What follows belongs to an exercise in optimizing a design on an open flow for small area; a production flow would make more cautious choices. Only simulation tests tie the RTL to the original design; equivalence was not proved.

==> flow/design.v, too long to show whole: its modules and the start of the top module <==
// module MULTI_32bit: 2526 lines
// module fa_cell: 6 lines
// module ha_cell: 6 lines
// module xnor_cell: 5 lines
// module xor_cell: 5 lines
// module or_cell: 5 lines
// module nor_cell: 5 lines
module MULTI_32bit(clk, rst, A, B, F);
  // ...
==> flow/run.sh <==
#!/bin/bash
# synth_recipe.tcl (not shown) runs the flow's synth.tcl, then flattens the netlist and writes it again
# the make line also repeats each setting of config.mk as NAME=value (left out here)
make -C /OpenROAD-flow-scripts/flow DESIGN_CONFIG=/design/flow/config.mk WORK_HOME=/design/flow/orfs CLKGATE_MAP_FILE= SYNTH_SCRIPT=/design/flow/synth_recipe.tcl finish
==> flow/config.mk <==
export PLATFORM = sky130hd
export DESIGN_NAME = MULTI_32bit
export DESIGN_NICKNAME = MULTI_32bit
export VERILOG_FILES = /design/flow/design.v
export SDC_FILE = /design/flow/constraint.sdc
export NUM_CORES = 4
export LEC_CHECK = 0
export CAP_MARGIN = 20
export CORE_MARGIN = 2
export CORE_UTILIZATION = 55
export CTS_BUF_LIST = sky130_fd_sc_hd__clkbuf_4
export SLEW_MARGIN = 20
export SYNTH_HIERARCHICAL = 1
export SYNTH_MINIMUM_KEEP_SIZE = 0
==> flow/constraint.sdc <==
create_clock -name core_clock -period 8.0 [get_ports {clk}]
set_input_delay 1.6000 -clock core_clock [delete_from_list [all_inputs] [get_ports {clk}]]
set_output_delay 1.6000 -clock core_clock [all_outputs]
set_load 0.01 [all_outputs]
==> flow_summary.json, run 1 <==
{
  "nMultiInputCombCells": 1565,
  "detail-route-antenna-nets": 0,
  "cts_max_level": 4,
  "viasPerCell": 5.70,
  "synth_top_cell_by_area": "fa_1",
  "rsz0062_at_grt": "false",
  "grt_pass1_vias": 15102,
  "place_congestion": 0.899,
  "synthAdderAreaFrac_pct": 51.4,
  "holdPathEnd": "F[2]",
  "final_area_sq_um": 21100,
  "syn2layout_area_growth_pct": 16.0,
  "met2_wirelength_um": 24300,
  "synth_xor_area_share_pct": 4.86,
  "drive_gt1_share_pct": 10.2,
  "status": "timing/DRC/antenna clean",
  "ys_dominant_reg_cell": "dfxtp_1",
  "clockBufferCount": 17,
  "holdBufCountCts": 0,
  "cts.repair.resized": 0,
  "buffers": 250,
  "arrival_ns": 8.12,
  "final_util_pct": 64.9,
  "synth_compound_area_share_pct": 6.37,
  "die_y_um": 186,
  "worst-setup-path-type": "primary input to flip-flop",
  "fin_worst_skew_ns": 0.0218,
  "portBuffers": 96,
  "crit_path_end_kind": "flip-flop",
  "ys_warn_count": 7,
  "antenna_cells": 1,
  "dr.first_iter.drc_count": 957,
  "met3_usage_pct": 4.72,
  "clock_area_share_pct": 1.45,
  "setup_viol": 0,
  "antenna_found_initial": 1,
  "reg2reg_to": "r2[30]",
  "cp_max_fo": 7,
  "worstHoldStart": "r2[2]"
}
==> run 2: changes to the inputs <==
--- a/flow/config.mk
+++ b/flow/config.mk
@@ -8,6 +8,5 @@
 export CAP_MARGIN = 20
 export CORE_MARGIN = 2
-export CORE_UTILIZATION = 55
-export CTS_BUF_LIST = sky130_fd_sc_hd__clkbuf_4
+export CORE_UTILIZATION = 40
 export SLEW_MARGIN = 20
 export SYNTH_HIERARCHICAL = 1
==> flow_summary.json, run 2 <==
{
  "status": "timing/DRC/antenna clean",
  "insertion_delay_ns": 0.41,
  "slew_headroom_pct": 36.8,
  "ys_seq_area_share_pct": 13.1,
  "worstSetupEndpoint": "r1p[45]",
  "syn_inst": 1837,
  "synth_common_cells": "nand2_1, fa_1, dfxtp_1, clkbuf_1, nor2_1",
  "numCtsBuffers": 17,
  "grt_pass1_vias": 15663,
  "die_w_um": 217,
  "ys_dominant_reg_cell": "dfxtp_1",
  "arrival_ns": 8.08,
  "path_clk_slew_ns": 0.06,
  "crit_required_ns": 8.30,
  "holdBufCountCts": 0,
  "hold_viol_final": 0,
  "fmax_mhz": 129,
  "regMostFlops": "r1p",
  "grt-ovfl-total": 0,
  "dr.pass1.iters": 5,
  "antenna_found_initial": 0,
  "worst-setup-path-type": "primary input to flip-flop",
  "ys_types": 59,
  "cts-root-buf": "clkbuf_16",
  "drv_slew": 0,
  "yosysMostFrequentCell": "nand2_1",
  "largest_reg_flops": 46,
  "crit_slowest_cell": "clkdlybuf4s50_1",
  "cts_tree": "yes",
  "place_congestion": 0.901,
  "die_area_sq_um": 47200,
  "cp_max_fo": 18,
  "start_util_pct": 40.3,
  "reg2reg_slack_ns": 3.89,
  "route.detailed.drc": 0,
  "fin_nets": 2550,
  "ys_top_cells_by_area": "fa_1, dfxtp_1, nand2_1",
  "drive_gt1_share_pct": 11.0,
  "crit_path_end_kind": "flip-flop",
  "crit_buf_inv": 4,
  "drv_cap": 0,
  "placed_cells": 2583,
  "mostFrequentLayoutCells": "nand2_1, fa_1, buf_4",
  "final.fill_count": 4161,
  "syn_area_sq_um": 18200,
  "ys_ff_latch": 119,
  "rsz0062_at_grt": "false",
  "postSynthAreaPerCell_sq_um": 9.91,
  "syn2layout_area_growth_pct": 19.4,
  "synth_enable_flop_cells": 0,
  "drt-total-wl_um": 50300,
  "path_cells": "clkdlybuf4s50_1 > buf_4 > buf_6 > nand2_1 > fa_1 > fa_1 > fa_1 > fa_1 > fa_1 > fa_1 > xor2_1 > a21oi_1 > o21ai_0 > a221oi_2 > o21ai_1 > buf_4 > a31o_2 > o31a_1 > a31o_2 > nand3_1 > nand2_1 > ha_1 > or2_2",
  "dr.first_iter.drc_count": 1114,
  "crit_cells": 23,
  "via_count": 13997,
  "setup_viol": 0,
  "grt_pass1_wl_um": 81900,
  "holdCritPathClass": "flip-flop to flip-flop",
  "track_usage_pct": 22.1,
  "clock_path_buffers": 2,
  "period_share_pct": 97.2,
  "wl_per_cell_um": 19.2,
  "synth_top_cell_by_area": "fa_1",
  "fin_ws_ns": 0.223,
  "place_ws_ns": -0.454,
  "yosysTopAreaCellShare_pct": 48.6,
  "hpwl_um": 40900,
  "cts.sinks": 119,
  "syn_nets": 2385,
  "fin_worst_skew_ns": 0.0114,
  "ys_async_sr_fraction_pct": 0,
  "cp-startpoint": "A[2]",
  "ios": 98,
  "coreArea_sq_um": 45200,
  "reg2reg_from": "r1p[38]",
  "fin_crit_ns": 7.78,
  "tightest_slew_ns": 0.924,
  "crit_top_cell": "fa_1",
  "crit_family": "adder cells",
  "hold_depth": 0,
  "portBuffers": 96,
  "final_cells": 2615,
  "grt_max_degree": 37,
  "reg_top3": "r1p x46, F x32, r2 x32",
  "viasPerCell": 5.35,
  "ff2ff_path_depth": 9,
  "fp-row-count": 78,
  "slowest_delay_ns": 0.57,
  "detail-route-antenna-nets": 0,
  "worstSetupStartpointType": "primary input",
  "die_y_um": 217,
  "mostFrequentLayoutCell": "nand2_1",
  "ys_warn_count": 7,
  "antenna_cells": 0,
  "cts_max_level": 4,
  "reg2reg_to": "r2[30]"
}
run 2: changes by cell type in the layout (fill, tap and decap cells not counted), moves of 3 or more:
cell / delta
clkinv_2: -3
xor2_2: +3
clkbuf_16: +17
buf_12: -4
clkbuf_4: -17
inv_6: +3
buf_4: +10
xor2_1: -3
run 2: metal layers:
metal	part of all wire (%)	routed length (um)	track usage [%]
met2	48	24200	37.8
met3	7.8	3950	4.04
met4	2.3	1140	5.71
met5	0	0	0
met1	42	21000	29.0
run 2: worst min-delay path by stage:
stage	slack, ns	to	startpoint
floorplan	0.31	F[0]	r2[0]
global placement	0.31	F[2]	r2[2]
detailed placement	0.31	F[0]	r2[0]
CTS	0.32	F[20]	r2[20]
global route	0.32	F[20]	r2[20]
finish	0.32	F[20]	r2[20]
run 2: repair_timing:
| item | 4_1_cts | 5_1_grt |
|---|---|---|
| setup endpoints to repair | 1 | 9 |
| pin swaps | 0 | 0 |
| endpoints found under the hold margin | 0 | 0 |
| resized for setup | 1 | 14 |
| buffers inserted | 0 | 0 |
| gates cloned | 0 | 0 |
run 2: cells by family after synthesis:
logic type | after synthesis | synth area share (%)
buf+inv | 153 | 3.51
xor+xnor | 101 | 4.86
mux | 92 | 5.10
simple gates | 719 | 15.7
flops | 119 | 13.1
fa+ha+maj | 482 | 51.4
compound gates | 171 | 6.37
run 2: stage by stage:
stage / hold slack [ns] / instance area [sq um] / setup TNS (ns) / utilization (%)
after CTS: 0.322 / 21700 / 0 / 48.0
after global routing: 0.323 / 21700 / 0 / 48.1
final: 0.321 / 21700 / 0 / 48.1
after global placement: 0.313 / 21000 / -0.506 / 46.5
after detailed placement: 0.312 / 21000 / -3.28 / 46.5
after floorplan: 0.310 / 18200 / 0 / -
run 2: area by class of cell:
type / count / area (sq um) / area share, %
well taps: 600 / 751 / 3.45
clock inverters: 15 / 239 / 1.10
clock buffers: 17 / 425 / 1.96
flip-flops and latches: 119 / 2380 / 11.0
inverters: 41 / 159 / 0.731
repair buffers: 258 / 2530 / 11.7
multi-input cells: 1565 / 15200 / 70.1
run 2: modules after synthesis, one instance, submodules excluded:
module	times used	area, sq um
xnor_cell	22	8.76
or_cell	22	6.26
xor_cell	44	8.76
MULTI_32bit	1	8510
fa_cell	440	20.0
nor_cell	44	3.75

==> re-timing with driven ports <==
In the flow no input, the clock included, has a driving cell. The finished layouts below were timed again as built, in two steps. Step 1 sets driving cells, clkbuf_16 on the clock port and buf_2 on the other inputs (assumed; they add their load-dependent delay and slew). Step 2 times the ports against the registers' clock, not the clock port: input delays grow and output delays shrink by t, the midpoint of the rising clock arrivals with the driver on. Three values: ideal, step 1, step 2; two values: the first two.
run	shift t [ns]	setup WS [ns]	worst setup path after step 2	worst slew at a driven data input, ns	cell pins on the clock port's net
run 1	0.560	0.291 / 0.254 / -0.306	input to register	0.07	1
run 2	0.451	0.223 / 0.242 / -0.209	input to register	0.06	1
Met with ideal ports but missed after step 2: setup timing in run 1 and run 2. For run 1, which loses most, drivers alone change the setup slack by -0.037 ns; drivers and shift together by -0.597 ns.
